Source: an optimization exercise on an open RTL-to-GDS flow (aim: small area). Production flows keep margins and buffers that such runs may drop.
Only simulation tests tie the RTL to the original design; equivalence was not proved.
Power figures rest on the tool's default switching activity, not on a simulated workload.

==> flow/design.v <==
module SimpleSend(dataOut,Ready2Go,Seg,Anode,Go,clk,reset);
  output dataOut, Ready2Go;
  output [0:6] Seg;
  output [3:0] Anode;
  input Go, clk, reset;
  parameter   [3:1]  NumLEDs = 3'b101;
  wire shipGRB, Done, allDone, Run, Flag;
  wire [1:0] qmode;
  wire LoadGRBPattern, ShiftPattern, StartCoding, ClrCounter, IncCounter, theBit, bdone, Cycle, Refresh;
  wire [7:0] Count;
  wire [119:0] GRBSeq, GRBout;
  wire [2:0] Lvl;
  SSStateMachine  sssm(shipGRB,Done,Cycle,clk,reset,allDone,Ready2Go);
  GRBStateMachine grbsm(qmode,Done,LoadGRBPattern,ShiftPattern,StartCoding,ClrCounter,
                        IncCounter,shipGRB,theBit,bdone,Count,NumLEDs,clk,reset,allDone);
  ShiftRegister   shftr(theBit,GRBSeq,LoadGRBPattern,ShiftPattern,clk,reset);
  BitCounter      btcnt(Count,ClrCounter,IncCounter,clk,reset);
  NZRbitGEN       nzrgn(dataOut,bdone,qmode,StartCoding,clk,reset);
  GameEngine1     game1(GRBout,Refresh,Flag,Go,clk,reset,Run,Lvl);
  GameEngine2     game2(GRBSeq,Cycle,Run,Lvl,Go,clk,reset,GRBout,Refresh,Flag);
  Display         dsply(Seg,Anode,clk,reset,Lvl);
endmodule
module SSStateMachine(shipGRB,Done,Cycle,clk,reset,allDone,Ready2Go);
  output shipGRB, Ready2Go;
  input allDone, Done, Cycle;
  input clk, reset;
  reg [1:0] S, nS;
  parameter SWAIT=2'b00, SSHIP=2'b01, SRET=2'b10;
  always @(posedge clk)
    if(reset) S <= SWAIT;
    else S <= nS;
  always @(S, Cycle, Done, allDone)
    case(S)
      SWAIT  : nS = Cycle   ? SSHIP : SWAIT;
      SSHIP  : nS = Done    ? SRET  : SSHIP;
      SRET   : nS = allDone ? SWAIT : SRET;
      default: nS = SWAIT;
    endcase
  assign Ready2Go = (S==SWAIT);   
  assign shipGRB  = (S==SSHIP);   
endmodule
module GRBStateMachine(qmode,Done,LoadGRBPattern,ShiftPattern,StartCoding,
          ClrCounter,IncCounter,ShipGRB,theBit,bdone,Count,NumLEDs,clk,reset,allDone);
  output [1:0] qmode;
  output allDone, Done, LoadGRBPattern, ShiftPattern, StartCoding, ClrCounter, IncCounter;
  input ShipGRB, theBit, bdone;
  input [7:0] Count;
  input [3:1] NumLEDs;
  input clk, reset;
  reg S, nS;
  parameter SSHIPRET=1'b0, SSHIPGRB=1'b1;
  reg [7:0] COMPAREVAL;
  reg [14:0] rCount;   
  always @(posedge clk)
    if(reset) S <= SSHIPRET;
    else S <= nS;
  always @(S, ShipGRB, bdone, Count, COMPAREVAL)
    case(S)
      SSHIPRET: nS = ShipGRB ? SSHIPGRB : SSHIPRET;
      SSHIPGRB: nS = (bdone && (Count==COMPAREVAL)) ? SSHIPRET : SSHIPGRB;
      default : nS = SSHIPRET;
		endcase
  assign LoadGRBPattern = (S==SSHIPRET)&&ShipGRB;
  assign ClrCounter     = (S==SSHIPRET)&&ShipGRB;
  assign StartCoding    = (S==SSHIPRET)&&ShipGRB;
  assign ShiftPattern   = (S==SSHIPGRB)&&bdone;
  assign IncCounter     = (S==SSHIPGRB)&&bdone;
  assign qmode          = (S==SSHIPRET) ? 2'b10 : {1'b0,theBit};
  assign Done           = (S==SSHIPGRB)&&bdone&&(Count==COMPAREVAL);
  assign allDone        = (S==SSHIPRET)&&(rCount==15'd28100);  
  always @(NumLEDs)
    case(NumLEDs)   
      3'b001:  COMPAREVAL = 23;   
      3'b010:  COMPAREVAL = 47;   
      3'b011:  COMPAREVAL = 71;   
      3'b100:  COMPAREVAL = 95;   
      3'b101:  COMPAREVAL = 119;  
      default: COMPAREVAL = 23;   
    endcase
  always @(posedge clk)
    begin
      if(reset || Done)   
        rCount <= 0;
      else if (S==SSHIPRET)
        rCount <= rCount+1; 
      else rCount <= rCount;
    end
endmodule
module ShiftRegister(CurrentBit,GRBSeq,LoadRegister,RotateRegisterLeft,clk,reset);
  output CurrentBit;
  input  [119:0] GRBSeq;
  input  LoadRegister, RotateRegisterLeft;
  input  clk, reset;
  parameter DEFAULTREG=120'h000000_000000_000000_000000_000000;   
  reg [119:0]  TheReg, nTheReg;   
  always @(posedge clk)
    if(reset) TheReg <= DEFAULTREG;
    else  TheReg <= nTheReg;
  always @(TheReg, LoadRegister, RotateRegisterLeft, GRBSeq)
    if(LoadRegister)
      nTheReg = GRBSeq;
    else if(RotateRegisterLeft)
      nTheReg = {TheReg[118:0],TheReg[119]};
    else
      nTheReg = TheReg;
  assign  CurrentBit = TheReg[119];
endmodule
module BitCounter(Count,ClearCounter,IncCounter,clk,reset);
  output  [7:0] Count;
  input   ClearCounter, IncCounter;
  input   clk, reset;
  reg [7:0] Count, nCount;
  always @(posedge clk)
    if(reset) Count <= 0;
    else Count <= nCount;
  always @(reset, Count, ClearCounter, IncCounter)
    if(reset || ClearCounter)
      nCount = 0;
    else if(IncCounter)
      nCount = Count+1;
    else
      nCount = Count;
endmodule
module NZRbitGEN(bout, bdone, qmode, startcoding, clk, reset);
  output  bout, bdone;   
  input   [1:0] qmode;   
  input   startcoding;   
  input   clk, reset;    
  reg     bout;          
  reg     [6:0] bcount;  
  always @(posedge clk)
  begin
    if(reset || startcoding)
      bcount <= 0;
    else
      bcount <= bcount+1; 
   end
  always @(qmode or bcount)  
  begin
    case(qmode)         
      2'b00:  bout = (bcount < 36) ? 1 : 0 ;  
      2'b01:  bout = (bcount < 92) ? 1 : 0 ;  
      2'b10:  bout = 0;  
      2'b11:  bout = 1;  
      default: bout = 0;
    endcase
  end
  assign bdone = (bcount == 127);   
endmodule
module GameEngine1(GRBout,Cycle,Flag,Go,clk,reset,Run,Lvl);
  output reg [119:0] GRBout;
  output Cycle;
  output Flag;
  input [2:0] Lvl; 
  input Go, clk, reset, Run;
  reg [3:0] S, nS;
  reg [15:0] Count, nCount;
  reg [23:0] color;  
  reg [3:0] N;  
  parameter OFF = 24'h000000, RED = 24'h00FF00, ORANGE = 24'h44FF00, GREEN = 24'hFF0000;
  parameter CYAN = 24'hFF00FF, BLUE = 24'h0000FF, VIOLET = 24'h0088FF;
  always @(posedge clk)
    begin
      if(reset) begin
        Count <= 0;
        S <= 0; end
      else if (Go || (Count[15:12]==N)) begin
        S <= nS;
        Count <= nCount; end
      else begin
        S <= S;
        Count <= nCount; end
    end
  always @(*)
    begin
      if((Count[15:12]==N))
        nCount = 0;
      else if (Run)
        nCount = Count+1;
      else
        nCount = Count;
    end
  always @(*)
    case(S)
      4'b0000: begin GRBout = {RED,   color, OFF,   color, color}; nS = (Go ? S : S+1); end
      4'b0001: begin GRBout = {color, RED,   OFF,   color, color}; nS = (Go ? S : S+1); end
      4'b0010: begin GRBout = {color, color, RED,   color, color}; nS = (Go ? 4'b1000 : S+1); end
      4'b0011: begin GRBout = {color, color, OFF,   RED,   color}; nS = (Go ? S : S+1); end
      4'b0100: begin GRBout = {color, color, OFF,   color, RED  }; nS = (Go ? S : S+1); end
      4'b0101: begin GRBout = {color, color, OFF,   RED,   color}; nS = (Go ? S : S+1); end
      4'b0110: begin GRBout = {color, color, RED,   color, color}; nS = (Go ? 4'b1000 : S+1); end
      4'b0111: begin GRBout = {color, RED,   OFF,   color, color}; nS = (Go ? S : 4'b0000); end
      4'b1000: begin GRBout = {color, color, color, color, color}; nS = (Run ? 4'b0000 : 4'b1000); end 
      default: begin GRBout = {OFF,   OFF,   OFF,   OFF,   OFF  }; nS = 4'b0000; end
    endcase
  always @ (Lvl)
    case (Lvl)
      3'b000:  begin color = ORANGE; N = 4'b1110; end
      3'b001:  begin color = GREEN;  N = 4'b1000; end
      3'b010:  begin color = CYAN;   N = 4'b0110; end
      3'b011:  begin color = BLUE;   N = 4'b0100; end
      3'b100:  begin color = VIOLET; N = 4'b0011; end
      default: begin color = OFF;    N = 4'b1100; end
    endcase
  assign Flag = (S==4'b1000) ? 1'b1 : 1'b0;  
  assign Cycle = Count[12];  
endmodule
module GameEngine2(GRBSeq,Refresh,Run,Lvl,Go,clk,reset,GRBin,Cycle,Flag);
  output reg [119:0] GRBSeq;
  output Refresh, Run;
  output [2:0] Lvl;
  input Go, clk, reset, Cycle;
  input [119:0] GRBin;  
  input Flag;  
  reg [1:0] S, nS;
  reg [19:0] Count, nCount;
  reg [2:0] Lvl, nLvl;
  parameter PLAY = 2'b00, FLASH = 2'b01, WIN = 2'b10;
  parameter OFF = 24'h000000_000000_000000_000000_000000;
  always @(posedge clk)
    if (reset) begin
      Count <= 0;
      S <= 0; 
      Lvl <= 0; end
    else begin
      S <= nS;
      Count <= nCount; 
      Lvl <= nLvl; end
  always @(*)
    if (Count[19]) begin
      if (Flag) nLvl = Lvl+1;
      else nLvl = 0; end
    else
      nLvl = Lvl;
  always @(*)
    begin
      if(S!=FLASH || Count[19])
        nCount = 0;
      else if (S==FLASH)
        nCount = Count+1;
      else
        nCount = Count;
    end
  always @(*)
    case(S)
      PLAY   : begin if (Lvl==3'b101) 
                   nS = WIN;
                 else
                   nS = (Go ? FLASH : PLAY); end 
      FLASH  : nS = (Count[19] ? PLAY : FLASH);
      WIN    : nS = (reset ? PLAY : WIN);
      default: nS = PLAY;
    endcase
  always @(*)
    if (S==FLASH && Count[15]) GRBSeq = OFF;
    else GRBSeq = GRBin;	
  assign Refresh = (Cycle || Count[14]);  
  assign Run = (S==PLAY);  
endmodule
module Display(Seg,Anode,clk,reset,Lvl);
  input  clk, reset;
  input  [2:0] Lvl;
  output [0:6] Seg;
  output [3:0] Anode;
  wire [2:0] Dig;
  wire Ghost;
  SevenSegment d1 (Seg,Dig,Ghost);
  Mux4Machine	 m1 (Dig,Anode,Ghost,Lvl,clk,reset);
endmodule
module SevenSegment(Seg,Dig,Ghost);
  input [2:0] Dig;
  input Ghost;
  output reg [0:6] Seg;
  always @(*)
    case(Dig)
      3'b000:  Seg = (Ghost) ? 7'b111_1111 : 7'b000_0001;  
      3'b001:  Seg = (Ghost) ? 7'b111_1111 : 7'b100_1111;  
      3'b010:  Seg = (Ghost) ? 7'b111_1111 : 7'b001_0010;  
      3'b011:  Seg = (Ghost) ? 7'b111_1111 : 7'b000_0110;  
      3'b100:  Seg = (Ghost) ? 7'b111_1111 : 7'b100_1100;  
      3'b101:  Seg = (Ghost) ? 7'b111_1111 : 7'b010_0100;  
      default: Seg = 7'b111_1111;  
    endcase
endmodule
module Mux4Machine(Dig,Anode,Ghost,Lvl,clk,reset);
  output reg [2:0] Dig;  
  output reg [3:0] Anode;   
  output Ghost; 
  input  [2:0] Lvl;
  input  clk, reset;
  parameter NUMSVAR=7;
  reg [15:0] NS, S;  
  reg [1:0] NSel, Sel;  
  always @(posedge clk)
    if (reset) S <= 0;
    else S <= NS;
  always @(posedge clk)
    if (reset) Sel <= 0;
    else if (NS[NUMSVAR] && !S[NUMSVAR]) Sel <= NSel;
  always @(*)
    NS = S + 1;
  always @(*)
    NSel = Sel + 1;
  always @(*)
    case(Sel)
      2'b00:   begin Dig = 3'h0; Anode=4'b1111; end  
      2'b01:   begin Dig = Lvl;  Anode=(Lvl==3'b101 && S[15]) ? 4'b1111 : 4'b1011; end  
      2'b10:   begin Dig = 3'h0; Anode=(Lvl==3'b101 && S[15]) ? 4'b1111 : 4'b1101; end
      2'b11:   begin Dig=3'h0;   Anode=(Lvl==3'b101 && S[15]) ? 4'b1111 : 4'b1110; end
      default: begin Dig=3'h0;   Anode=4'b1111; end
    endcase
  assign Ghost = S[8];  
endmodule
==> flow/run.sh <==
#!/bin/bash
# synth_recipe.tcl (not shown) runs the flow's synth.tcl, then flattens the netlist and writes it again
# the make line also repeats each setting of config.mk as NAME=value (left out here)
make -C /OpenROAD-flow-scripts/flow DESIGN_CONFIG=/design/flow/config.mk WORK_HOME=/design/flow/orfs CLKGATE_MAP_FILE= SYNTH_SCRIPT=/design/flow/synth_recipe.tcl finish
==> flow/config.mk <==
export PLATFORM = sky130hd
export DESIGN_NAME = SimpleSend
export DESIGN_NICKNAME = SimpleSend
export VERILOG_FILES = /design/flow/design.v
export SDC_FILE = /design/flow/constraint.sdc
export NUM_CORES = 4
export LEC_CHECK = 0
export CAP_MARGIN = 20
export CORE_MARGIN = 2
export CORE_UTILIZATION = 40
export SLEW_MARGIN = 20
==> flow/constraint.sdc <==
create_clock -name core_clock -period 10.0 [get_ports {clk}]
set_input_delay 2.0000 -clock core_clock [delete_from_list [all_inputs] [get_ports {clk}]]
set_output_delay 2.0000 -clock core_clock [all_outputs]
set_load 0.01 [all_outputs]
==> summary.txt <==
Worst VDD drop 0.102 mV; post-synthesis register bit count 216; Slew Limit Headroom 40.1%; Mapped Avg Cell Area roughly 8.4 um2; Post-Place Cells about 1400; Root Buffer clkbuf_16; cts hold-fix bufs 0; H-tree levels 1; vias per cell 5.32; power share of the clock group 49.8%; Comb pwr share about 2.3%; initial drt markers 605; Overall Power 1.82 mW; fraction of layout cells with a size suffix above 1 5.87%; Clk pin slew, worst setup/hold paths about 0.060 ns; Tmin final ~4.5 ns; status finished clean; post-synthesis instance total 1149; Setup Buffers After CTS 0; Tcrit/Tclk final 45.3%; vias in the first global route 7308; Synth-to-Final Area Change 11.6%; Port Buffers 14; WP data required 8.00 ns; largest net degree at the start of global routing 84; Final Max Slew Viols 0; Final setup viols 0; critical path launch point type flop; Placeable Area ~0.024 mm2; die area roughly 0.025 mm2; CP max FO 8; WHS 0.450 ns; worst-margin pin slew 0.899 ns; ys async rst share 0%; Synth top cells by count nor2_1, dfxtp_1, a211oi_1, nand2_1, a21oi_1; Longest Clk Path Bufs 3; CTS Sinks around 220; post-synthesis cell area 0.00966 mm2; CTS tree built; Synth Net Count 1174; crit path kind flop to output port; cell taking the most area after synthesis dfxtp_1; largest cells by area after synthesis dfxtp_1, a211oi_1, nor2_1; Via Count 7767; synth warn 9; WL/cell roughly 14 um; Post-synth EDFFs 0; Post-CTS Resized 0; GP Congestion 0.768; clk latency of the worst-skew pair 0.51 ns; register area share after synthesis 44.7%; final non-filler cell total 1460; DRT Pass-1 Iters 5; Fill cells 2315; grt ovf 0; drt total wl between 15000 and 20000 um; RSZ-0062 raised after global routing false; Final HPWL DP 12100 um; Die H 159 um; sequential share of power 48.0%; Yosys top cell area share 44.7%; Antenna diodes 0; internal power about 1.4 mW; Main synth FF type dfxtp_1; Max Cap Viol 0; Max Freq 221 MHz; initial antenna violation count 0; first-pass GRT wire length 35200 um; worst path arrival time 2.53 ns; leak pwr 3.67 nW; IO Count 16; Total Routing Usage GR between 15 and 20%; DRC violations left 0; Final Hold Vio Count 0; power density cells 169 mW/mm2; Row Count 56; initial core utilization 40.9%; most frequent cell after synthesis nor2_1; skew final 0.0154 ns; Fin Setup TNS 0 ns; CP Capture Type output port; final antenna-violating net count 0; die width 159 um; Switching Fraction 20.6%; clock buffer count from CTS 24; Psw 0.376 mW; class of the worst hold path flop to flop; distinct cell type count of the synthesized netlist 64; nets approximately 1100
-- per-stage QoR --
step	utilization, %	worst slack (ns)	cell area, um2
3_3_place_gp	42.1	5.62	9950
3_5_place_dp	42.1	5.62	9950
5_1_grt	45.7	5.30	10800
6_report	45.7	5.47	10800
4_1_cts	45.7	5.45	10800
2_1_floorplan	-	6.59	9660
-- power by group through the flow --
stage                     clock, mW  sequential (mW)  combinational (mW)
after floorplan                   0            0.890              0.0337
after global placement            0            0.892              0.0412
after detailed placement          0            0.892              0.0415
after CTS                     0.932            0.873              0.0418
after global routing          0.969            0.874              0.0471
final                         0.907            0.873              0.0411
-- layout make-up --
cell class	count	area, um2	area share (%)
Clock buffer	36	747	6.93
Clock inverter	8	92.6	0.858
Inverter	22	82.6	0.766
Multi-Input combinational cell	839	4960	46.0
Sequential cell	216	4320	40.1
Tap cell	319	399	3.70
Timing Repair Buffer	20	183	1.69
-- layout by cell type (no fill, tap or decap), types with 16 or more instances in the layout --
cell / Yosys / final
nand3_1: 30 / 30
nand4_1: 16 / 16
nand2_1: 94 / 94
xnor2_1: 25 / 25
ha_1: 22 / 22
and3_1: 19 / 19
a21oi_1: 72 / 72
nor2_1: 225 / 224
inv_1: 21 / 21
a211oi_1: 120 / 120
nor3_1: 39 / 39
xor2_1: 48 / 48
clkbuf_16: 0 / 25
dfxtp_1: 216 / 216
-- state kept, by name, summed over array words and instances (netlist names) --
name          cells
grbsm.rCount     15
game2.Lvl         3
game1.Count      16
grbsm.S           1
dsply.m1.S       16
game2.S           2
sssm.S            2
btcnt.Count       8
game2.Count      20
game1.S           4
nzrgn.bcount      7
dsply.m1.Sel      2
shftr.TheReg    120
-- metal layers --
metal	global-route usage (%)	vias to the layer above	routed length [um]
met4	3.06	0	277
met2	24.6	101	8720
met3	2.21	27	571
li1	-	3975	-
met1	23.0	3664	10300
met5	0	-	0
-- cell families after synthesis --
group | count (synthesis) | share of synthesized area [%]
and+or+nand+nor | 487 | 23.2
other | 1 | 0.0388
AOI/OAI and AO/OA | 245 | 17.3
adders and majority gates | 22 | 2.85
xor gates and xnor gates | 73 | 6.62
DFF | 216 | 44.7
buffers and inverters | 94 | 4.16
muxes | 11 | 1.14
-- worst max-delay path, cell delays in order (launching register included) --
cell and delay (ns):
dfxtp_1 0.49, inv_1 0.13, ha_1 0.29, and3_1 0.24, a2111o_1 0.41, clkdlybuf4s50_1 0.48
-- path summary, 6_finish.rpt --
kind | to | slack [ns] | start | depth (start not counted)
worst max register to register | shftr.TheReg[51]$_SDFFE_PP0P_ | 7.00 | grbsm.S$_SDFF_PP0_ | 7
worst max-delay path | Anode[2] | 5.47 | game2.Lvl[1]$_SDFFE_PP0P_ | 5
worst min register to register | game2.Count[0]$_SDFFE_PP0N_ | 0.45 | game2.Count[0]$_SDFFE_PP0N_ | 1
worst min-delay path | game2.Count[0]$_SDFFE_PP0N_ | 0.45 | game2.Count[0]$_SDFFE_PP0N_ | 1

-- static timing again, ports no longer ideal --
How much do the figures lean on ideal ports? The routed layout below was timed once more, with nothing changed but the port constraints. Step 1, drivers: a clkbuf_16 drives clk and a buf_2 each remaining input, both assumed. Step 2 moves the port delays by t, midway between the first and last clock arrival at a register: inputs arrive t later, outputs are due t later. That takes back most of the time a late clock gives input paths. Three values: ideal ports, drivers, drivers and shift; two values: the first two.
shift t [ns]: 0.540
slack for setup (ns): 5.466 / 5.424 / 5.641
hold slack, ns: 0.450 / 0.450 / 0.450
worst setup path at the end: input to register
slew at the worst register clock pin (ns): 0.06 / 0.06
After both steps this run still meets setup and hold. The setup slack of this run moves by -0.042 ns with the drivers and by +0.175 ns with both steps.
